Context: an optimization exercise on an open-source flow, tuned for small area. The choices shown serve that exercise and are no tape-out recipe. In this exercise RTL edits were held to simulation tests only and were not proved equivalent to the original. No activity file was given, so power comes from the tool's default toggle rates.

<file path="flow/design.v">
module finalproject(clk,rst,keypad_row,keypad_col,dot_row,dot_col,seven_seg);
	input clk,rst;
	output [3:0] keypad_row;
	input [3:0] keypad_col;
	output [7:0] dot_row,dot_col;
	output [6:0] seven_seg;
	assign keypad_row = 4'b0000;
	reg [3:0] c10;		 
	reg [2:0] c5;		 
	reg [6:0] ph;		 
	reg [2:0] q;		 
	reg [7:0] r;		 
	reg [15:0] f;		 
	reg fp;			 
	wire [3:0] n_c10;
	wire [2:0] n_c5;
	wire [6:0] n_ph;
	wire [2:0] n_q;
	wire [7:0] n_r;
	wire [15:0] n_f;
	wire n_fp;
	fp_next nx(.rst(rst), .c10(c10), .c5(c5), .ph(ph), .q(q), .r(r), .f(f), .fp(fp),
		.n_c10(n_c10), .n_c5(n_c5), .n_ph(n_ph), .n_q(n_q), .n_r(n_r), .n_f(n_f), .n_fp(n_fp),
		.dot_row(dot_row), .dot_col(dot_col), .seven_seg(seven_seg));
	always @(posedge clk) begin
		c10 <= n_c10;
		c5 <= n_c5;
		ph <= n_ph;
		q <= n_q;
		r <= n_r;
		f <= n_f;
		fp <= n_fp;
	end
endmodule
module fp_next(rst, c10, c5, ph, q, r, f, fp,
	n_c10, n_c5, n_ph, n_q, n_r, n_f, n_fp, dot_row, dot_col, seven_seg);
	input rst;
	input [3:0] c10;
	input [2:0] c5;
	input [6:0] ph;
	input [2:0] q;
	input [7:0] r;
	input [15:0] f;
	input fp;
	output [3:0] n_c10;
	output [2:0] n_c5;
	output [6:0] n_ph;
	output [2:0] n_q;
	output [7:0] n_r;
	output [15:0] n_f;
	output n_fp;
	output [7:0] dot_row;
	output [7:0] dot_col;
	output [6:0] seven_seg;
	wire w0, w1, w2, w3, w4, w5, w6, w7, w8, w9, w10, w11, w12, w13, w14, w15, w16, w17, w18, w19, w20, w21, w22, w23, w24, w25, w26, w27, w28, w29, w30, w31, w32, w33, w34, w35, w36, w37, w38, w39, w40, w41, w42, w43, w44, w45, w46, w47, w48, w49, w50, w51, w52, w53, w54, w55, w56, w57, w58, w59, w60, w61, w62, w63, w64, w65, w66, w67, w68, w69, w70, w71, w72, w73, w74, w75, w76, w77, w78, w79, w80, w81, w82, w83, w84, w85, w86, w87, w88, w89, w90, w91, w92, w93, w94, w95, w96, w97, w98, w99, w100, w101, w102, w103, w104, w105, w106, w107, w108, w109, w110, w111, w112, w113, w114, w115, w116, w117, w118, w119, w120, w121, w122, w123, w124, w125, w126, w127, w128, w129, w130, w131, w132, w133, w134, w135, w136, w137, w138, w139, w140, w141, w142, w143, w144, w145, w146, w147, w148, w149, w150, w151, w152, w153, w154, w155, w156, w157, w158, w159, w160, w161, w162, w163, w164, w165, w166, w167, w168, w169, w170, w171, w172, w173, w174, w175, w176, w177, w178, w179, w180, w181, w182, w183, w184, w185, w186, w187, w188, w189, w190, w191, w192, w193, w194, w195, w196, w197, w198, w199, w200, w201, w202, w203, w204, w205, w206, w207, w208, w209, w210, w211, w212, w213, w214, w215, w216, w217, w218, w219, w220, w221, w222, w223, w224, w225, w226, w227, w228, w229, w230, w231, w232, w233, w234, w235, w236, w237, w238, w239, w240, w241, w242, w243, w244, w245, w246, w247, w248, w249, w250, w251, w252, w253, w254, w255, w256, w257, w258, w259, w260, w261, w262, w263, w264, w265, w266, w267, w268, w269, w270, w271, w272, w273, w274, w275, w276, w277, w278, w279, w280, w281, w282, w283, w284, w285, w286, w287, w288, w289, w290, w291, w292, w293, w294, w295, w296, w297, w298, w299, w300, w301, w302, w303, w304, w305, w306, w307, w308, w309, w310, w311, w312, w313, w314, w315, w316, w317, w318, w319, w320, w321, w322, w323, w324, w325, w326, w327, w328, w329, w330, w331, w332, w333, w334, w335, w336, w337, w338, w339, w340, w341, w342, w343, w344, w345, w346, w347, w348, w349, w350, w351, w352, w353, w354, w355, w356, w357, w358, w359, w360, w361, w362, w363, w364, w365, w366, w367, w368, w369, w370, w371, w372, w373, w374, w375, w376, w377, w378, w379, w380, w381, w382, w383, w384, w385, w386, w387, w388, w389, w390, w391, w392, w393, w394, w395, w396, w397, w398, w399, w400, w401, w402, w403, w404, w405, w406, w407, w408, w409, w410, w411, w412, w413, w414, w415, w416, w417, w418, w419, w420, w421, w422, w423, w424, w425, w426, w427, w428, w429, w430, w431, w432, w433, w434, w435, w436, w437, w438, w439, w440, w441, w442, w443, w444, w445, w446, w447, w448, w449, w450, w451, w452, w453, w454, w455, w456, w457, w458, w459, w460, w461, w462, w463;
	assign n_c10[0] = rst & ~c10[0];
	assign w0 = c10[0] & c10[1];
	assign w1 = ~c10[2] & ~w0;
	assign w2 = c10[0] & c10[3];
	assign w3 = w1 & w2;
	assign w4 = rst & ~w3;
	assign w5 = ~c10[0] & ~c10[1];
	assign w6 = ~w0 & ~w5;
	assign n_c10[1] = w4 & w6;
	assign w7 = c10[2] & w0;
	assign w8 = rst & ~w1;
	assign n_c10[2] = ~w7 & w8;
	assign w9 = ~c10[3] & ~w7;
	assign w10 = c10[3] & w7;
	assign w11 = ~w9 & ~w10;
	assign n_c10[3] = w4 & w11;
	assign w12 = c5[0] & ~c5[1];
	assign w13 = c5[2] & w12;
	assign w14 = c10[2] & ~c10[3];
	assign w15 = w5 & w14;
	assign w16 = c5[0] & w15;
	assign w17 = ~c5[0] & ~w15;
	assign w18 = ~w16 & ~w17;
	assign w19 = ~w13 & ~w18;
	assign n_c5[0] = rst & ~w19;
	assign w20 = ~c5[2] & w16;
	assign w21 = ~c5[1] & ~w20;
	assign w22 = c5[1] & w16;
	assign w23 = rst & ~w22;
	assign n_c5[1] = ~w21 & w23;
	assign w24 = c5[2] & ~w16;
	assign w25 = ~c5[2] & w22;
	assign w26 = ~w24 & ~w25;
	assign n_c5[2] = rst & ~w26;
	assign w27 = ph[0] & w25;
	assign w28 = ~ph[0] & ~w25;
	assign w29 = rst & ~w28;
	assign n_ph[0] = ~w27 & w29;
	assign w30 = ph[1] & w27;
	assign w31 = ~ph[1] & ~w27;
	assign w32 = ~w30 & ~w31;
	assign n_ph[1] = ~(rst & ~w32);
	assign w33 = ~ph[2] & ~ph[3];
	assign w34 = ~ph[4] & w33;
	assign w35 = ph[5] & ph[6];
	assign w36 = w34 & w35;
	assign w37 = w30 & w36;
	assign w38 = rst & ~w37;
	assign w39 = ph[2] & w30;
	assign w40 = ~ph[2] & ~w30;
	assign w41 = ~w39 & ~w40;
	assign n_ph[2] = w38 & w41;
	assign w42 = ph[3] & w39;
	assign w43 = ~ph[3] & ~w39;
	assign w44 = rst & ~w43;
	assign n_ph[3] = ~w42 & w44;
	assign w45 = ph[4] & w42;
	assign w46 = ~ph[4] & ~w42;
	assign w47 = ~w45 & ~w46;
	assign n_ph[4] = ~(rst & ~w47);
	assign w48 = ph[5] & w45;
	assign w49 = ~ph[5] & ~w45;
	assign w50 = ~w37 & ~w49;
	assign w51 = ~w48 & w50;
	assign n_ph[5] = ~(rst & ~w51);
	assign w52 = ~ph[6] & ~w48;
	assign w53 = ph[6] & w48;
	assign w54 = w38 & ~w53;
	assign n_ph[6] = ~w52 & w54;
	assign w55 = q[0] & w15;
	assign w56 = ~q[0] & ~w15;
	assign w57 = ~w55 & ~w56;
	assign n_q[0] = ~(rst & ~w57);
	assign w58 = ~q[1] & ~w55;
	assign w59 = q[0] & q[1];
	assign w60 = w15 & w59;
	assign w61 = ~w58 & ~w60;
	assign n_q[1] = ~(rst & ~w61);
	assign w62 = q[2] & ~w60;
	assign w63 = ~q[2] & w59;
	assign w64 = w15 & w63;
	assign w65 = rst & ~w64;
	assign n_q[2] = ~(~w62 & w65);
	assign w66 = ~ph[0] & ~ph[1];
	assign w67 = ~ph[5] & ~ph[6];
	assign w68 = w66 & w67;
	assign w69 = w13 & w68;
	assign w70 = w34 & w69;
	assign w71 = w3 & w70;
	assign w72 = rst & ~w71;
	assign w73 = ~r[0] & w72;
	assign w74 = rst & w71;
	assign w75 = ~r[3] & ~r[7];
	assign w76 = r[3] & r[7];
	assign w77 = ~w75 & ~w76;
	assign w78 = ~r[4] & ~r[5];
	assign w79 = r[4] & r[5];
	assign w80 = ~w78 & ~w79;
	assign w81 = w77 & ~w80;
	assign w82 = ~w77 & w80;
	assign w83 = ~w81 & ~w82;
	assign w84 = w74 & w83;
	assign n_r[0] = ~w73 & ~w84;
	assign w85 = r[0] & w74;
	assign w86 = r[1] & w72;
	assign n_r[1] = ~(~w85 & ~w86);
	assign w87 = r[1] & w74;
	assign w88 = r[2] & w72;
	assign n_r[2] = ~(~w87 & ~w88);
	assign w89 = r[2] & w74;
	assign w90 = r[3] & w72;
	assign n_r[3] = ~(~w89 & ~w90);
	assign w91 = r[3] & w74;
	assign w92 = r[4] & w72;
	assign n_r[4] = ~(~w91 & ~w92);
	assign w93 = r[4] & w74;
	assign w94 = r[5] & w72;
	assign n_r[5] = ~(~w93 & ~w94);
	assign w95 = r[5] & w74;
	assign w96 = r[6] & w72;
	assign n_r[6] = ~(~w95 & ~w96);
	assign w97 = r[6] & w74;
	assign w98 = r[7] & w72;
	assign n_r[7] = ~(~w97 & ~w98);
	assign w99 = r[1] & r[5];
	assign w100 = ~r[1] & ~r[5];
	assign w101 = ~w99 & ~w100;
	assign w102 = ~r[6] & ~w101;
	assign w103 = r[6] & w101;
	assign w104 = ~w102 & ~w103;
	assign w105 = r[7] & ~w104;
	assign w106 = ~r[7] & w104;
	assign w107 = ~w105 & ~w106;
	assign w108 = r[0] & r[6];
	assign w109 = ~r[0] & ~r[6];
	assign w110 = ~w108 & ~w109;
	assign w111 = ~w80 & w110;
	assign w112 = w80 & ~w110;
	assign w113 = ~w111 & ~w112;
	assign w114 = r[2] & r[6];
	assign w115 = ~r[2] & ~r[6];
	assign w116 = ~w114 & ~w115;
	assign w117 = ~r[7] & w116;
	assign w118 = r[7] & ~w116;
	assign w119 = ~w117 & ~w118;
	assign w120 = w113 & ~w119;
	assign w121 = w104 & ~w113;
	assign w122 = ~w104 & w113;
	assign w123 = ~w121 & ~w122;
	assign w124 = r[3] & ~w123;
	assign w125 = ~r[3] & w123;
	assign w126 = ~w124 & ~w125;
	assign w127 = r[7] & ~w126;
	assign w128 = ~w113 & ~w127;
	assign w129 = ~w120 & ~w128;
	assign w130 = ~w107 & ~w129;
	assign w131 = ~w113 & w119;
	assign w132 = ~w107 & w113;
	assign w133 = ~w131 & ~w132;
	assign w134 = ~w127 & w133;
	assign w135 = w127 & ~w133;
	assign w136 = ~w134 & ~w135;
	assign w137 = w105 & w131;
	assign w138 = r[6] & ~w126;
	assign w139 = w104 & w131;
	assign w140 = r[7] & w139;
	assign w141 = w118 & ~w121;
	assign w142 = ~w140 & ~w141;
	assign w143 = w138 & ~w142;
	assign w144 = ~w137 & ~w143;
	assign w145 = w136 & ~w144;
	assign w146 = w118 & w122;
	assign w147 = ~w131 & ~w146;
	assign w148 = r[6] & ~w147;
	assign w149 = ~w126 & ~w147;
	assign w150 = ~w138 & ~w148;
	assign w151 = ~w149 & ~w150;
	assign w152 = w142 & w151;
	assign w153 = ~w142 & ~w151;
	assign w154 = ~w152 & ~w153;
	assign w155 = w148 & w154;
	assign w156 = ~w145 & ~w155;
	assign w157 = w130 & ~w156;
	assign w158 = ~w130 & w156;
	assign w159 = ~w157 & ~w158;
	assign w160 = ~w113 & ~w126;
	assign w161 = ~w105 & ~w139;
	assign w162 = ~w160 & w161;
	assign w163 = w131 & ~w140;
	assign w164 = w126 & ~w163;
	assign w165 = ~w160 & ~w164;
	assign w166 = ~w161 & ~w165;
	assign w167 = ~w162 & ~w166;
	assign w168 = w159 & ~w167;
	assign w169 = ~w159 & w167;
	assign w170 = ~w168 & ~w169;
	assign w171 = ~w113 & w117;
	assign w172 = r[2] & r[4];
	assign w173 = ~r[2] & ~r[4];
	assign w174 = ~w172 & ~w173;
	assign w175 = w101 & ~w174;
	assign w176 = ~w101 & w174;
	assign w177 = ~w175 & ~w176;
	assign w178 = ~w154 & ~w177;
	assign w179 = w171 & w178;
	assign w180 = ~w120 & ~w131;
	assign w181 = w126 & w180;
	assign w182 = ~r[2] & w181;
	assign w183 = w75 & w102;
	assign w184 = ~w182 & ~w183;
	assign w185 = ~r[0] & w113;
	assign w186 = ~w184 & w185;
	assign w187 = ~w108 & ~w124;
	assign w188 = r[2] & r[7];
	assign w189 = ~w180 & w188;
	assign w190 = ~w187 & w189;
	assign w191 = ~w186 & ~w190;
	assign w192 = ~w179 & w191;
	assign w193 = ~r[4] & ~w192;
	assign w194 = r[4] & ~r[7];
	assign w195 = ~r[0] & r[2];
	assign w196 = w194 & w195;
	assign w197 = r[3] & ~fp;
	assign w198 = w196 & w197;
	assign w199 = ~r[3] & r[4];
	assign w200 = w188 & w199;
	assign w201 = ~w113 & w200;
	assign w202 = ~w198 & ~w201;
	assign w203 = w181 & ~w202;
	assign w204 = ~r[0] & w171;
	assign w205 = w124 & w204;
	assign w206 = r[0] & r[2];
	assign w207 = r[3] & ~r[4];
	assign w208 = w206 & w207;
	assign w209 = ~r[0] & ~r[2];
	assign w210 = w199 & w209;
	assign w211 = ~w208 & ~w210;
	assign w212 = w139 & ~w211;
	assign w213 = r[0] & ~r[2];
	assign w214 = fp & w213;
	assign w215 = ~w212 & ~w214;
	assign w216 = ~w205 & w215;
	assign w217 = ~w203 & w216;
	assign w218 = ~w193 & w217;
	assign w219 = ~ph[1] & ~w218;
	assign w220 = ph[1] & w218;
	assign w221 = ~r[3] & ~w172;
	assign w222 = w80 & w114;
	assign w223 = ~w221 & w222;
	assign w224 = r[5] & ~w114;
	assign w225 = w199 & w224;
	assign w226 = ~w223 & ~w225;
	assign w227 = w196 & w226;
	assign w228 = w165 & w227;
	assign w229 = fp & ~w182;
	assign w230 = w194 & w213;
	assign w231 = w180 & w230;
	assign w232 = ~w160 & w231;
	assign w233 = r[3] & r[4];
	assign w234 = r[3] & r[5];
	assign w235 = ~w199 & ~w234;
	assign w236 = w114 & ~w235;
	assign w237 = ~w114 & w235;
	assign w238 = ~w236 & ~w237;
	assign w239 = w233 & ~w238;
	assign w240 = r[3] & ~w239;
	assign w241 = w119 & w195;
	assign w242 = w240 & w241;
	assign w243 = w171 & w208;
	assign w244 = ~r[7] & ~fp;
	assign w245 = w113 & ~w244;
	assign w246 = r[0] & ~r[3];
	assign w247 = ~w116 & w246;
	assign w248 = ~w131 & w247;
	assign w249 = ~w245 & w248;
	assign w250 = ~w243 & ~w249;
	assign w251 = ~w242 & w250;
	assign w252 = w126 & ~w251;
	assign w253 = ~w232 & ~w252;
	assign w254 = ~w229 & w253;
	assign w255 = ~w228 & w254;
	assign w256 = ~ph[2] & w255;
	assign w257 = ~w220 & w256;
	assign w258 = ~w219 & w257;
	assign w259 = ph[2] & ~w255;
	assign w260 = w219 & w259;
	assign w261 = ~w258 & ~w260;
	assign w262 = ~ph[4] & ~ph[5];
	assign w263 = w126 & w173;
	assign w264 = r[4] & ~w180;
	assign w265 = ~w263 & ~w264;
	assign w266 = fp & ~w265;
	assign w267 = ph[4] & w266;
	assign w268 = ~w262 & ~w267;
	assign w269 = ~ph[5] & w266;
	assign w270 = ~ph[3] & ~ph[6];
	assign w271 = w27 & w270;
	assign w272 = ~w269 & w271;
	assign w273 = ~w268 & w272;
	assign w274 = ~w261 & w273;
	assign w275 = w170 & w274;
	assign w276 = ~w136 & w144;
	assign w277 = w156 & ~w276;
	assign w278 = w154 & w177;
	assign w279 = ~w277 & w278;
	assign w280 = w275 & w279;
	assign w281 = r[1] & r[6];
	assign w282 = ~r[5] & ~w233;
	assign w283 = r[5] & w233;
	assign w284 = r[2] & ~w283;
	assign w285 = ~w282 & w284;
	assign w286 = w281 & w285;
	assign w287 = ~w281 & ~w285;
	assign w288 = ~w286 & ~w287;
	assign w289 = w99 & ~w221;
	assign w290 = w288 & w289;
	assign w291 = w172 & w234;
	assign w292 = ~w286 & ~w291;
	assign w293 = w238 & ~w292;
	assign w294 = ~w290 & ~w293;
	assign w295 = ~r[6] & ~w239;
	assign w296 = r[6] & ~w240;
	assign w297 = ~w295 & ~w296;
	assign w298 = w226 & ~w297;
	assign w299 = ~w226 & w297;
	assign w300 = ~w298 & ~w299;
	assign w301 = w294 & w300;
	assign w302 = ~w294 & ~w300;
	assign w303 = ~w301 & ~w302;
	assign w304 = w25 & w303;
	assign w305 = ~w238 & w292;
	assign w306 = w294 & ~w305;
	assign w307 = ~w288 & ~w289;
	assign w308 = ~w290 & ~w307;
	assign w309 = ~r[7] & ~w308;
	assign w310 = ~w306 & w309;
	assign w311 = w304 & w310;
	assign w312 = ~f[0] & ~w311;
	assign w313 = rst & ~w312;
	assign n_f[0] = ~w280 & w313;
	assign w314 = ~w154 & w177;
	assign w315 = ~w277 & w314;
	assign w316 = w275 & w315;
	assign w317 = ~r[7] & w308;
	assign w318 = ~w306 & w317;
	assign w319 = w304 & w318;
	assign w320 = ~f[1] & ~w319;
	assign w321 = rst & ~w320;
	assign n_f[1] = ~w316 & w321;
	assign w322 = w154 & ~w177;
	assign w323 = ~w277 & w322;
	assign w324 = w275 & w323;
	assign w325 = r[7] & ~w306;
	assign w326 = ~w308 & w325;
	assign w327 = w304 & w326;
	assign w328 = ~f[2] & ~w327;
	assign w329 = rst & ~w328;
	assign n_f[2] = ~w324 & w329;
	assign w330 = w178 & ~w277;
	assign w331 = w275 & w330;
	assign w332 = w308 & w325;
	assign w333 = w304 & w332;
	assign w334 = ~f[3] & ~w333;
	assign w335 = rst & ~w334;
	assign n_f[3] = ~w331 & w335;
	assign w336 = w306 & w309;
	assign w337 = rst & w25;
	assign w338 = ~w300 & w337;
	assign w339 = w336 & w338;
	assign w340 = rst & f[4];
	assign w341 = ~w339 & ~w340;
	assign w342 = w277 & w278;
	assign w343 = w275 & w342;
	assign n_f[4] = ~w341 & ~w343;
	assign w344 = w277 & w314;
	assign w345 = w275 & w344;
	assign w346 = w306 & w317;
	assign w347 = w304 & w346;
	assign w348 = ~f[5] & ~w347;
	assign w349 = rst & ~w348;
	assign n_f[5] = ~w345 & w349;
	assign w350 = w277 & w322;
	assign w351 = w275 & w350;
	assign w352 = r[7] & w306;
	assign w353 = ~w308 & w352;
	assign w354 = w304 & w353;
	assign w355 = ~f[6] & ~w354;
	assign w356 = rst & ~w355;
	assign n_f[6] = ~w351 & w356;
	assign w357 = w308 & w352;
	assign w358 = w338 & w357;
	assign w359 = rst & f[7];
	assign w360 = ~w358 & ~w359;
	assign w361 = w178 & w277;
	assign w362 = w275 & w361;
	assign n_f[7] = ~w360 & ~w362;
	assign w363 = ~w303 & w337;
	assign w364 = w310 & w363;
	assign w365 = rst & f[8];
	assign w366 = ~w364 & ~w365;
	assign w367 = ~w170 & w274;
	assign w368 = w279 & w367;
	assign n_f[8] = ~w366 & ~w368;
	assign w369 = rst & f[9];
	assign w370 = w318 & w363;
	assign w371 = ~w369 & ~w370;
	assign w372 = w315 & w367;
	assign n_f[9] = ~w371 & ~w372;
	assign w373 = w323 & w367;
	assign w374 = rst & f[10];
	assign w375 = w326 & w363;
	assign w376 = ~w374 & ~w375;
	assign n_f[10] = ~w373 & ~w376;
	assign w377 = w330 & w367;
	assign w378 = ~w303 & w332;
	assign w379 = w25 & w378;
	assign w380 = ~f[11] & ~w379;
	assign w381 = rst & ~w380;
	assign n_f[11] = ~w377 & w381;
	assign w382 = w342 & w367;
	assign w383 = w300 & w306;
	assign w384 = w309 & w383;
	assign w385 = w25 & w384;
	assign w386 = ~f[12] & ~w385;
	assign w387 = rst & ~w386;
	assign n_f[12] = ~w382 & w387;
	assign w388 = w344 & w367;
	assign w389 = w317 & w383;
	assign w390 = w25 & w389;
	assign w391 = ~f[13] & ~w390;
	assign w392 = rst & ~w391;
	assign n_f[13] = ~w388 & w392;
	assign w393 = rst & f[14];
	assign w394 = w353 & w363;
	assign w395 = ~w393 & ~w394;
	assign w396 = w350 & w367;
	assign n_f[14] = ~w395 & ~w396;
	assign w397 = rst & f[15];
	assign w398 = w357 & w363;
	assign w399 = ~w397 & ~w398;
	assign w400 = w361 & w367;
	assign n_f[15] = ~w399 & ~w400;
	assign w401 = ph[2] & ~w265;
	assign w402 = w274 & w401;
	assign w403 = fp & ~w402;
	assign n_fp = ~(rst & ~w403);
	assign w404 = ~c5[0] & ~c5[1];
	assign w405 = ~c5[2] & w404;
	assign w406 = q[2] & w59;
	assign dot_row[0] = ~w405 & ~w406;
	assign w407 = ~q[0] & q[1];
	assign w408 = q[2] & w407;
	assign dot_row[1] = ~w405 & ~w408;
	assign w409 = q[0] & ~q[1];
	assign w410 = q[2] & w409;
	assign dot_row[2] = ~w405 & ~w410;
	assign w411 = ~q[0] & ~q[1];
	assign w412 = q[2] & w411;
	assign dot_row[3] = ~w405 & ~w412;
	assign dot_row[4] = ~w63 & ~w405;
	assign w413 = ~q[2] & w407;
	assign dot_row[5] = ~w405 & ~w413;
	assign w414 = ~q[2] & w409;
	assign dot_row[6] = ~w405 & ~w414;
	assign w415 = ~q[2] & w411;
	assign dot_row[7] = ~w405 & ~w415;
	assign w416 = q[1] & f[7];
	assign w417 = ~q[1] & f[8];
	assign w418 = q[2] & ~w417;
	assign w419 = ~w416 & w418;
	assign w420 = q[1] & f[9];
	assign w421 = ~q[1] & f[12];
	assign w422 = ~q[2] & ~w421;
	assign w423 = ~w420 & w422;
	assign dot_col[0] = ~w419 & ~w423;
	assign w424 = q[1] & f[4];
	assign w425 = ~q[1] & f[5];
	assign w426 = q[2] & ~w425;
	assign w427 = ~w424 & w426;
	assign w428 = q[1] & f[6];
	assign w429 = ~q[1] & f[13];
	assign w430 = ~q[2] & ~w429;
	assign w431 = ~w428 & w430;
	assign dot_col[2] = ~w427 & ~w431;
	assign w432 = q[1] & f[1];
	assign w433 = ~q[1] & f[2];
	assign w434 = q[2] & ~w433;
	assign w435 = ~w432 & w434;
	assign w436 = q[1] & f[3];
	assign w437 = ~q[1] & f[14];
	assign w438 = ~q[2] & ~w437;
	assign w439 = ~w436 & w438;
	assign dot_col[4] = ~w435 & ~w439;
	assign w440 = q[1] & f[0];
	assign w441 = ~q[1] & f[10];
	assign w442 = q[2] & ~w441;
	assign w443 = ~w440 & w442;
	assign w444 = q[1] & f[11];
	assign w445 = ~q[1] & f[15];
	assign w446 = ~q[2] & ~w445;
	assign w447 = ~w444 & w446;
	assign dot_col[6] = ~w443 & ~w447;
	assign w448 = ~w318 & ~w336;
	assign w449 = w303 & ~w448;
	assign w450 = ~w378 & ~w389;
	assign seven_seg[0] = ~(~w449 & w450);
	assign w451 = ~w303 & w326;
	assign w452 = ~w357 & ~w449;
	assign seven_seg[3] = ~(~w451 & w452);
	assign w453 = ~w300 & w306;
	assign w454 = ~seven_seg[3] & w453;
	assign w455 = ~w317 & w383;
	assign w456 = ~w378 & ~w455;
	assign seven_seg[1] = ~(~w454 & w456);
	assign w457 = w303 & w326;
	assign seven_seg[2] = ~(~w455 & ~w457);
	assign w458 = ~w308 & ~w336;
	assign w459 = ~w303 & ~w318;
	assign seven_seg[4] = ~w458 & ~w459;
	assign w460 = w306 & ~w357;
	assign w461 = w303 & ~w460;
	assign w462 = ~w309 & w461;
	assign seven_seg[5] = ~(~w389 & ~w462);
	assign w463 = ~w325 & w461;
	assign seven_seg[6] = ~(~w384 & ~w463);
	assign dot_col[1] = dot_col[0];
	assign dot_col[3] = dot_col[2];
	assign dot_col[5] = dot_col[4];
	assign dot_col[7] = dot_col[6];
endmodule
</file>
<file path="flow/flow/run.sh">
#!/bin/bash
# The standard layout (standard.sh), with these changes:
#  - synthesis maps the logic with an area-oriented ABC script (flow/abc_map.script) in place
#    of ORFS's speed script, and skips ORFS's half/full-adder extraction (extract_fa), so ABC
#    maps those gates too; everything else in synthesis is the standard flow's own script (synth_recipe.tcl),
#    registers included,
#  - port buffers are the smallest buffer cell (sky130_fd_sc_hd__buf_1),
#  - CTS inserts no dummy loads.
# The whole make output goes to standard_flow.log; ORFS keeps each step's log under orfs/logs.
set -euo pipefail
W=$PWD
cat > $W/flow_synth.tcl <<EOT
proc abc {args} {
  set i [lsearch -exact \$args -script]
  if {\$i >= 0} { set args [lreplace \$args [expr {\$i+1}] [expr {\$i+1}] $W/flow/abc_map.script] }
  yosys abc {*}\$args
}
proc extract_fa {args} {}
source $W/synth_recipe.tcl
EOT
bash standard.sh "SYNTH_SCRIPT=$W/flow_synth.tcl" \
  "BUFFER_PORTS_ARGS=-buffer_cell sky130_fd_sc_hd__buf_1" \
  "CTS_ARGS=-sink_clustering_enable -repair_clock_nets -dont_use_dummy_load" \
  finish > standard_flow.log 2>&1
</file>
<file path="flow/flow/abc_map.script">
strash
dch -f
amap -m -A 10 -F 10
topo
</file>
<file path="flow/standard.sh">
#!/bin/bash
# synth_recipe.tcl (not shown) runs the flow's synth.tcl, then flattens the netlist and writes it again
# the make line also repeats each setting of config.mk as NAME=value (left out here)
make -C /OpenROAD-flow-scripts/flow DESIGN_CONFIG=/design/flow/config.mk WORK_HOME=/design/flow/orfs CLKGATE_MAP_FILE= SYNTH_SCRIPT=/design/flow/synth_recipe.tcl "${@:-finish}"
</file>
<file path="flow/config.mk">
export PLATFORM = sky130hd
export DESIGN_NAME = finalproject
export DESIGN_NICKNAME = finalproject
export VERILOG_FILES = /design/flow/design.v
export SDC_FILE = /design/flow/constraint.sdc
export NUM_CORES = 4
export LEC_CHECK = 0
export CAP_MARGIN = 20
export CORE_MARGIN = 2
export CORE_UTILIZATION = 60
export PLACE_DENSITY = 0.75
export SLEW_MARGIN = 20
</file>
<file path="flow/constraint.sdc">
create_clock -name core_clock -period 10.0 [get_ports {clk}]
set_input_delay 2.0000 -clock core_clock [delete_from_list [all_inputs] [get_ports {clk}]]
set_output_delay 2.0000 -clock core_clock [all_outputs]
set_load 0.01 [all_outputs]
</file>
==> flow_summary.ini, run 1 <==
[critical_path]
cp_cell_sequence = clkinv_1 -> nor2_1 -> clkinv_1 -> o21ai_0 -> o21ai_0 -> nor3_1 -> nor2_1 -> o22ai_1 -> nor2_1 -> a21oi_1 -> clkinv_1 -> o21ai_0 -> o211ai_1 -> o311ai_0 -> buf_1
required_ns = 8.00
cp.arrival_ns = 4.06
cp_max_fo = 9
critPathMaxStageDelay_ns = 0.50
worstSetupStartpointType = flip-flop
crit_buf_inv = 4
critPathTopFamily = compound AO/OA/AOI/OAI gates
cp_slowest_cell = dfxtp_1
critical_path_class = reg2out
end_kind = primary output

[clock_tree]
insertion_delay_ns = 0.29
post_cts_resized = 0
clk_pin_slew_ns = 0.08
cts_hold_buf = 0
cts_tree = done
clock_sinks = 42
htreeDepth = 2
cts.path.max_buffers = 2
post_cts_buffers = 0
cts_buffers = 5
cts_root_buf = clkbuf_8

[logic_synthesis]
synthTopCellsByCount = nor2_1 (48), clkinv_1 (46), dfxtp_1 (42)
synth_ff_type = dfxtp_1
synthDistinctLibCells = 35
yosys_warnings = 1
syn_inst = 369
synth_edf_count = 0
syn_avg_cell_area_um2 = 6.98
ys_ff_latch = 42
yosysSeqAreaShare = 0.327
yosysTopAreaCellShare = 0.327
yosysTopAreaCell = dfxtp_1
netlist_area_um2 = 2570
async_flop_share = 0
yosysMostFrequentCell = nor2_1
synthTopCellsByArea = dfxtp_1 (33%), o21ai_0 (7.0%), nor2_1 (7.0%), clkinv_1 (6.7%), nand2_1 (5.4%)

[drt]
vias_per_cell = 6.38
drtIter0Drc = 220
drc = 0
wl_per_cell_um = 15.4
via_count = 2833
ant_nets = 0
dr.pass1.iters = 5
routed_wl_um = 6830

[pwr]
pwr-share-comb = 0.048
swShare = 0.231
p_per_area_nw_per_um2 = 103
peakVddDrop_v = 0.0000508
clkPwrFrac = 0.348
intPower_mw = 0.218
pwr-share-seq = 0.604
finalPower_mw = 0.283
switchingPower_mw = 0.0653
total_leakage_power_nw = 0.885

[cells_and_area]
final.fill_count = 354
syn_to_final_growth_pct = 7.00
finalNonFillerCells = 444
drive_above_1_share = 0.0152
finish.utilization = 0.679
diodes = 0
final_nets = 402
postLayoutCellArea_um2 = 2760

[floorplan]
core-area_um2 = 4060
core.rowCount = 23
fp.dieArea_um2 = 4830
die_w_um = 69.5
die_h_um = 69.5
boundaryPins = 33
start_util = 0.635

[sta]
whs_ns = 0.470
period_minus_slack_ns = 6.06
setup_ws_ns = 3.94
fmax_ghz = 0.165
rsz0062_at_grt = false
tns_ns = 0
min_period_over_period = 0.606
setup_viol = 0
hold_viol = 0
slew_violations = 0
tightestPinTransition_ns = 0.817
slew_headroom = 0.449
fin_skew_ns = 0.0155

[global_route]
grt_pass1_vias = 2544
grt_max_degree = 27
global_route.overflow_total = 0
grt_util_all_layers = 0.287
grt_antenna_before_repair = 0
grt_pass1_wl_um = 11500

[placement]
dp_hpwl_um = 5010
place_ws_ns = 4.33
gp_congestion = 0.978
numPortBuffers = 24
placed_cell_area_um2 = 2690
place_inst = 439

[min_path]
min_path_type = reg2reg

[status]
status = timing/DRC/antenna clean

[flow_run]
max_cap_viol_count = 0
-- layout by cell type (no fill, tap or decap), drive strengths merged, types with 12 or more instances in the layout --
master and instances:
nor2 48, clkinv 46, dfxtp 42, nand2 37
o21ai 36, a21oi 27, buf 25, o22ai 16
a31oi 15, nor3 14, nand3 12
-- layout make-up --
class | instances | area (um^2) | share of cell area
multi-input cells | 276 | 1510 | 0.549
inverters | 46 | 173 | 0.0627
well taps | 50 | 62.6 | 0.0227
clock buffers | 5 | 68.8 | 0.0250
flip-flops and latches | 42 | 841 | 0.305
repair buffers | 25 | 97.6 | 0.0354
-- layer usage --
layer  vias to the layer above  track usage  wire length [um]
li1                       1431            -                 -
met1                      1250        0.370              3000
met2                       136        0.483              3220
met3                        16       0.0465               470
met4                         0        0.107               143
met5                         -            0                 0
-- tightest hold or removal path: stages (launching register included) --
cell and delay (ns):
dfxtp_1 0.32, nand2_1 0.06, a21oi_1 0.05
-- power groups by stage --
stage	clock network, mW	registers [mW]	logic, mW
CTS	0.0998	0.171	0.0135
global placement	0	0.175	0.0132
floorplan	0	0.174	0.0105
finish	0.0985	0.171	0.0135
detailed placement	0	0.175	0.0135
global route	0.105	0.171	0.0153
-- flip-flops by register name, summed over array words and instances (netlist names) --
register / flops
f: 16
r: 8
ph: 7
c10: 4
c5: 3
q: 3
fp: 1
-- logic make-up (layout without fill, tap and decap cells) --
kind of cell           count (synthesis)  count (layout)  share of synthesized area
and+or+nand+nor                      134             134                      0.231
other                                  1               4                    0.00146
DFF                                   42              42                      0.327
buffers and inverters                 54              76                     0.0904
AOI/OAI and AO/OA                    138             138                      0.350
-- worst paths after layout --
check             startpoint      endpoint  slack (ns)  cells after the start
setup / recovery        r[4]  seven_seg[1]        3.94                     15
hold / removal          f[7]          f[7]        0.47                      2
setup reg to reg        r[4]          f[0]        4.25                     21
hold reg to reg         f[7]          f[7]        0.47                      2
==> run 2, diff against run 1 <==
--- a/flow/config.mk
+++ b/flow/config.mk
@@ -8,5 +8,5 @@
 export CAP_MARGIN = 20
 export CORE_MARGIN = 2
-export CORE_UTILIZATION = 60
-export PLACE_DENSITY = 0.75
+export CORE_UTILIZATION = 25
+export PLACE_DENSITY = 0.45
 export SLEW_MARGIN = 20
==> run 2 against run 1 <==
Net effect:
- sequential cell count stayed put
- largest power group unchanged
- still clean
- critical path depth stayed put
- area after synthesis stayed put
- routed wire length is 10% higher
- combinational power hardly changed
- fmax is 4.1% lower
- final cell count is 19% higher
- critical endpoint unchanged
- synthesized cell count stayed put
- hold slack worse by 0.0056 ns
- sequential share of layout area is 1.1 points lower
- total power is 0.17% higher
- setup slack worse by 0.26 ns
==> flow_summary.ini, run 2 <==
[logic_synthesis]
yosysTopAreaCellShare = 0.327
synthDistinctLibCells = 35
yosysMostFrequentCell = nor2_1
synth_edf_count = 0
async_flop_share = 0
syn_inst = 369
ys_ff_latch = 42
netlist_area_um2 = 2570
synthTopCellsByCount = nor2_1 (48), clkinv_1 (46), dfxtp_1 (42)
yosysSeqAreaShare = 0.327
yosysTopAreaCell = dfxtp_1
yosys_warnings = 1
synthTopCellsByArea = dfxtp_1 (33%), o21ai_0 (7.0%), nor2_1 (7.0%), clkinv_1 (6.7%), nand2_1 (5.4%)
synth_ff_type = dfxtp_1
syn_avg_cell_area_um2 = 6.98

[placement]
dp_hpwl_um = 5660
gp_congestion = 0.841
placed_cell_area_um2 = 2790
place_inst = 525
place_ws_ns = 4.06
numPortBuffers = 24

[clock_tree]
cts_hold_buf = 0
cts_tree = done
post_cts_resized = 0
post_cts_buffers = 0
clk_pin_slew_ns = 0.08
htreeDepth = 2
cts.path.max_buffers = 2
cts_root_buf = clkbuf_8
clock_sinks = 42
insertion_delay_ns = 0.30
cts_buffers = 5

[critical_path]
cp.arrival_ns = 4.33
cp_max_fo = 9
critical_path_class = reg2out
worstSetupStartpointType = flip-flop
end_kind = primary output
required_ns = 8.00

[cells_and_area]
finalNonFillerCells = 530
layout_commonest_cell = nor2_1
largestRegisters = f (16), r (8), ph (7)
final_nets = 402
syn_to_final_growth_pct = 11.2
final_cell_mix = nor2_1 (48), clkinv_1 (46), dfxtp_1 (42)
regArea_um2 = 841
multi_input_area_um2 = 1510
diodes = 0
postLayoutCellArea_um2 = 2860
drive_above_1_share = 0.0152
largest_reg_flops = 16
final.fill_count = 1144
top_register = f

[drt]
dr.max_layer_used = met4
wl_met2_um = 3330
via_count = 2749
routed_wl_um = 7520
drtIter0Drc = 249
dr.pass1.iters = 4
wl_per_cell_um = 14.2
ant_nets = 0
wl_met1_um = 3670
drc = 0
route.met3.wl_um = 396
vias_per_cell = 5.19

[pwr]
total_leakage_power_nw = 0.885
peakVddDrop_v = 0.0000452
p_per_area_nw_per_um2 = 99.0

[sta]
tns_ns = 0
setup_viol = 0
setup_ws_ns = 3.67
slew_violations = 0
fmax_ghz = 0.158
tightestPinTransition_ns = 0.890
min_period_over_period = 0.633
rsz0062_at_grt = false
hold_viol = 0
slew_headroom = 0.401
fin_skew_ns = 0.0178
whs_ns = 0.465
period_minus_slack_ns = 6.33

[global_route]
grt_max_degree = 27
grt_pass1_vias = 2563
grt_antenna_before_repair = 0
grt_pass1_wl_um = 12600
grt_util_all_layers = 0.138
global_route.overflow_total = 0

[floorplan]
core.rowCount = 37
die_h_um = 105
start_util = 0.254
fp.dieArea_um2 = 11100
boundaryPins = 33
core-area_um2 = 10100
die_w_um = 105

[flow_run]
max_cap_viol_count = 0

[status]
status = timing/DRC/antenna clean

[min_path]
min_path_type = reg2reg
run 2: cell counts in the layout (fill, tap and decap cells not counted):
No cell type changed its count.
run 2: cell families (layout without fill, tap and decap cells):
| group | count (synthesis) | in the layout | synth area share |
|---|---|---|---|
| compound gates | 138 | 138 | 0.350 |
| simple gates | 134 | 134 | 0.231 |
| buf+inv | 54 | 76 | 0.0904 |
| flops | 42 | 42 | 0.327 |
| other cells | 1 | 4 | 0.00146 |
run 2: where the power goes:
part           leakage [nW]  switching, mW  internal, mW  total, mW
Combinational         0.510        0.00994       0.00384     0.0138
Sequential            0.339        0.00231         0.169      0.171
Clock                0.0359         0.0535        0.0450     0.0985
run 2: worst max-delay path: stages (launching register included):
cell and delay [ns]:
dfxtp_1 0.47, clkinv_1 0.31, nor2_1 0.26, clkinv_1 0.12
o21ai_0 0.11, o21ai_0 0.17, nor3_1 0.22, nor2_1 0.10
o22ai_1 0.20, nor2_1 0.06, a21oi_1 0.41, clkinv_1 0.24
o21ai_0 0.47, o211ai_1 0.22, o311ai_0 0.46, buf_1 0.21
run 2: final timing paths:
path,start,to,slack (ns),depth (start not counted)
worst min-delay path,f[4],f[4],0.46,2
worst max register to register,r[4],f[6],4.31,21
worst max-delay path,r[4],seven_seg[1],3.67,15
worst min register to register,f[4],f[4],0.46,2
run 2: final cells by class:
cell class                      count  share of cell area
Multi-Input combinational cell    276               0.528
Sequential cell                    42               0.294
Inverter                           46              0.0603
Tap cell                          136              0.0594
Timing Repair Buffer               25              0.0341
Clock buffer                        5              0.0240
run 2: through the flow:
stage                     utilization  power [mW]
after floorplan                     -       0.185
after global placement          0.276       0.189
after detailed placement        0.276       0.189
after CTS                       0.282       0.288
after global routing            0.282       0.299
final                           0.282       0.283
run 2: layer usage:
layer / track usage / vias to the layer above
li1: - / 1425
met1: 0.191 / 1245
met2: 0.216 / 68
met3: 0.0303 / 11
met4: 0.0423 / 0
met5: 0 / -
==> run 3, diff against run 2 <==
--- a/flow/config.mk
+++ b/flow/config.mk
@@ -8,5 +8,5 @@
 export CAP_MARGIN = 20
 export CORE_MARGIN = 2
-export CORE_UTILIZATION = 25
-export PLACE_DENSITY = 0.45
+export CORE_UTILIZATION = 40
+export PLACE_DENSITY = 0.6
 export SLEW_MARGIN = 20
==> run 3 against run 2 <==
Net effect:
- critical path depth stayed put
- critical path type unchanged
- setup slack better by 0.027 ns
- largest power group unchanged
- register-to-register slack worse by 0.12 ns
- routed wire length is 4.0% lower
==> flow_summary.ini, run 3 <==
[logic_synthesis]
yosys.area_share.simple = 0.231
syn_avg_cell_area_um2 = 6.98
netlist_area_um2 = 2570
synth_xor_area_frac = 0
yosysTopAreaCell = dfxtp_1
yosysTopAreaCellShare = 0.327
synth_ff_type = dfxtp_1
ys_ff_latch = 42
synth_adder_area_share = 0
synthMuxAreaShare = 0
yosysMostFrequentCell = nor2_1
synthTopCellsByArea = dfxtp_1 (33%), o21ai_0 (7.0%), nor2_1 (7.0%), clkinv_1 (6.7%), nand2_1 (5.4%)
synth_edf_count = 0
synthDistinctLibCells = 35
yosys_warnings = 1
synthTopCellsByCount = nor2_1 (48), clkinv_1 (46), dfxtp_1 (42)
synth_compound_area_frac = 0.350
yosysSeqAreaShare = 0.327
syn_inst = 369
async_flop_share = 0
synth_top_family_by_area = compound AO/OA/AOI/OAI gates

[drt]
vias_per_cell = 6.03
ant_nets = 0
dr.pass1.iters = 5
drc = 0
drtIter0Drc = 233
routed_wl_um = 7220
via_count = 2840
wl_per_cell_um = 15.3

[clock_tree]
post_cts_buffers = 0
cts_tree = done
insertion_delay_ns = 0.29
cts_hold_buf = 0
post_cts_resized = 0
htreeDepth = 2
cts.path.max_buffers = 2
cts_buffers = 5
cts_root_buf = clkbuf_8
clk_pin_slew_ns = 0.09
clock_sinks = 42

[placement]
dp_hpwl_um = 5390
numPortBuffers = 24
place_inst = 466
gp_congestion = 0.930
place_ws_ns = 4.17

[critical_path]
ff2ff_setup_slack_ns = 4.19
rr_worst_depth = 21
critPathMaxStageDelay_ns = 0.51
cp_max_fo = 9
r2r_end = f[1]
end_kind = primary output
critPathTopFamily = compound AO/OA/AOI/OAI gates
cp_slowest_cell = o311ai_0
required_ns = 8.00
crit_buf_inv = 4
critical_path_class = reg2out
cp.arrival_ns = 4.30
worstSetupStartpointType = flip-flop
reg2reg_from = r[4]
cp_cell_sequence = clkinv_1 -> nor2_1 -> clkinv_1 -> o21ai_0 -> o21ai_0 -> nor3_1 -> nor2_1 -> o22ai_1 -> nor2_1 -> a21oi_1 -> clkinv_1 -> o21ai_0 -> o211ai_1 -> o311ai_0 -> buf_1

[sta]
slew_violations = 0
period_minus_slack_ns = 6.30
setup_ws_ns = 3.70
tns_ns = 0
setup_viol = 0
fin_skew_ns = 0.0222
whs_ns = 0.479
rsz0062_at_grt = false
tightestPinTransition_ns = 0.931
fmax_ghz = 0.159
hold_viol = 0
slew_headroom = 0.373
min_period_over_period = 0.630

[min_path]
hold_end = f[7]
min_path_type = reg2reg
worstHoldStart = f[7]
holdPathStages = 2

[cells_and_area]
largest_reg_flops = 16
top_register = f
largestRegisters = f (16), r (8), ph (7)
finalNonFillerCells = 471
syn_to_final_growth_pct = 8.31
final_nets = 402
layout_commonest_cell = nor2_1
diodes = 0
final_cell_mix = nor2_1 (48), clkinv_1 (46), dfxtp_1 (42)
drive_above_1_share = 0.0152

[floorplan]
start_util = 0.410
core-area_um2 = 6280
boundaryPins = 33
core.rowCount = 29
die_w_um = 84.2
die_h_um = 84.2
fp.dieArea_um2 = 7100

[status]
status = timing/DRC/antenna clean

[pwr]
p_per_area_nw_per_um2 = 101
total_leakage_power_nw = 0.885
peakVddDrop_v = 0.0000539

[global_route]
grt_util_all_layers = 0.202
global_route.overflow_total = 0
grt_max_degree = 27
grt_pass1_wl_um = 11800
grt_pass1_vias = 2505
grt_antenna_before_repair = 0

[flow_run]
max_cap_viol_count = 0
run 3: area by class of cell:
type / instances / area [um^2]
flip-flops and latches: 42 / 841
fillers: 663 / 3490
multi-input cells: 276 / 1510
inverters: 46 / 173
clock buffers: 5 / 68.8
repair buffers: 25 / 97.6
well taps: 77 / 96.3
run 3: cell families (layout without fill, tap and decap cells):
| family | after synthesis | in the layout |
|---|---|---|
| AOI/OAI and AO/OA | 138 | 138 |
| and+or+nand+nor | 134 | 134 |
| DFF | 42 | 42 |
| other | 1 | 4 |
| buffers and inverters | 54 | 76 |
run 3: layer usage:
layer / share of wire / global-route usage / vias up / wire (um)
li1: - / - / 1421 / -
met2: 0.44 / 0.310 / 107 / 3180
met4: 0.014 / 0.0587 / 0 / 102
met1: 0.48 / 0.286 / 1301 / 3480
met3: 0.065 / 0.0413 / 11 / 467
met5: 0 / 0 / - / 0
run 3: power breakdown:
| part | internal [mW] | total (mW) | switching, mW |
|---|---|---|---|
| Sequential | 0.169 | 0.171 | 0.00228 |
| Clock | 0.0450 | 0.0973 | 0.0522 |
| Combinational | 0.00384 | 0.0137 | 0.00986 |
| Total | 0.218 | 0.282 | 0.0644 |
run 3: worst max-delay path by stage:
stage                     from           end  slack (ns)  depth (start not counted)
after floorplan           r[4]  seven_seg[1]        4.84                         14
after global placement    r[4]  seven_seg[1]        4.14                         15
after detailed placement  r[4]  seven_seg[1]        4.17                         15
after CTS                 r[4]  seven_seg[1]        3.86                         15
after global routing      r[4]  seven_seg[1]        3.15                         17
final                     r[4]  seven_seg[1]        3.70                         15
run 3: tightest hold or removal path, cell delays in order, from the launching register on:
cell	delay (ns)
dfxtp_1	0.32
nand2_1	0.07
a21oi_1	0.05
run 3: metrics by stage:
| stage | area, um^2 | power, mW | util |
|---|---|---|---|
| final | 2790 | 0.282 | 0.444 |
| after CTS | 2790 | 0.285 | 0.444 |
| after global routing | 2790 | 0.295 | 0.444 |
| after global placement | 2720 | 0.188 | 0.433 |
| after detailed placement | 2720 | 0.188 | 0.433 |
| after floorplan | 2590 | 0.185 | - |

-- port drivers added, routing unchanged --
In the flow no input, the clock included, has a driving cell. The finished layouts below were timed again as built, in two steps. Step 1 assumes that a clkbuf_16 drives the clock port and a buf_2 every other input. Step 2 also shifts input and output timing later by t, the mid clock arrival at the registers, as if the neighbouring blocks saw the same clock. a / b / c = ideal ports / drivers / drivers and shift; a / b = the first two.
run	shift t [ns]	setup slack, ns	hold WS [ns]	worst data-port slew with drivers (ns)	pins driven straight from the clock port
run 1	0.310	3.935 / 3.906 / 4.216	0.470 / 0.470 / 0.470	0.03	1
run 2	0.322	3.675 / 3.644 / 3.966	0.465 / 0.465 / 0.465	0.03	1
run 3	0.311	3.701 / 3.674 / 3.985	0.479 / 0.479 / 0.479	0.03	1
After both steps every run listed still meets setup and hold.
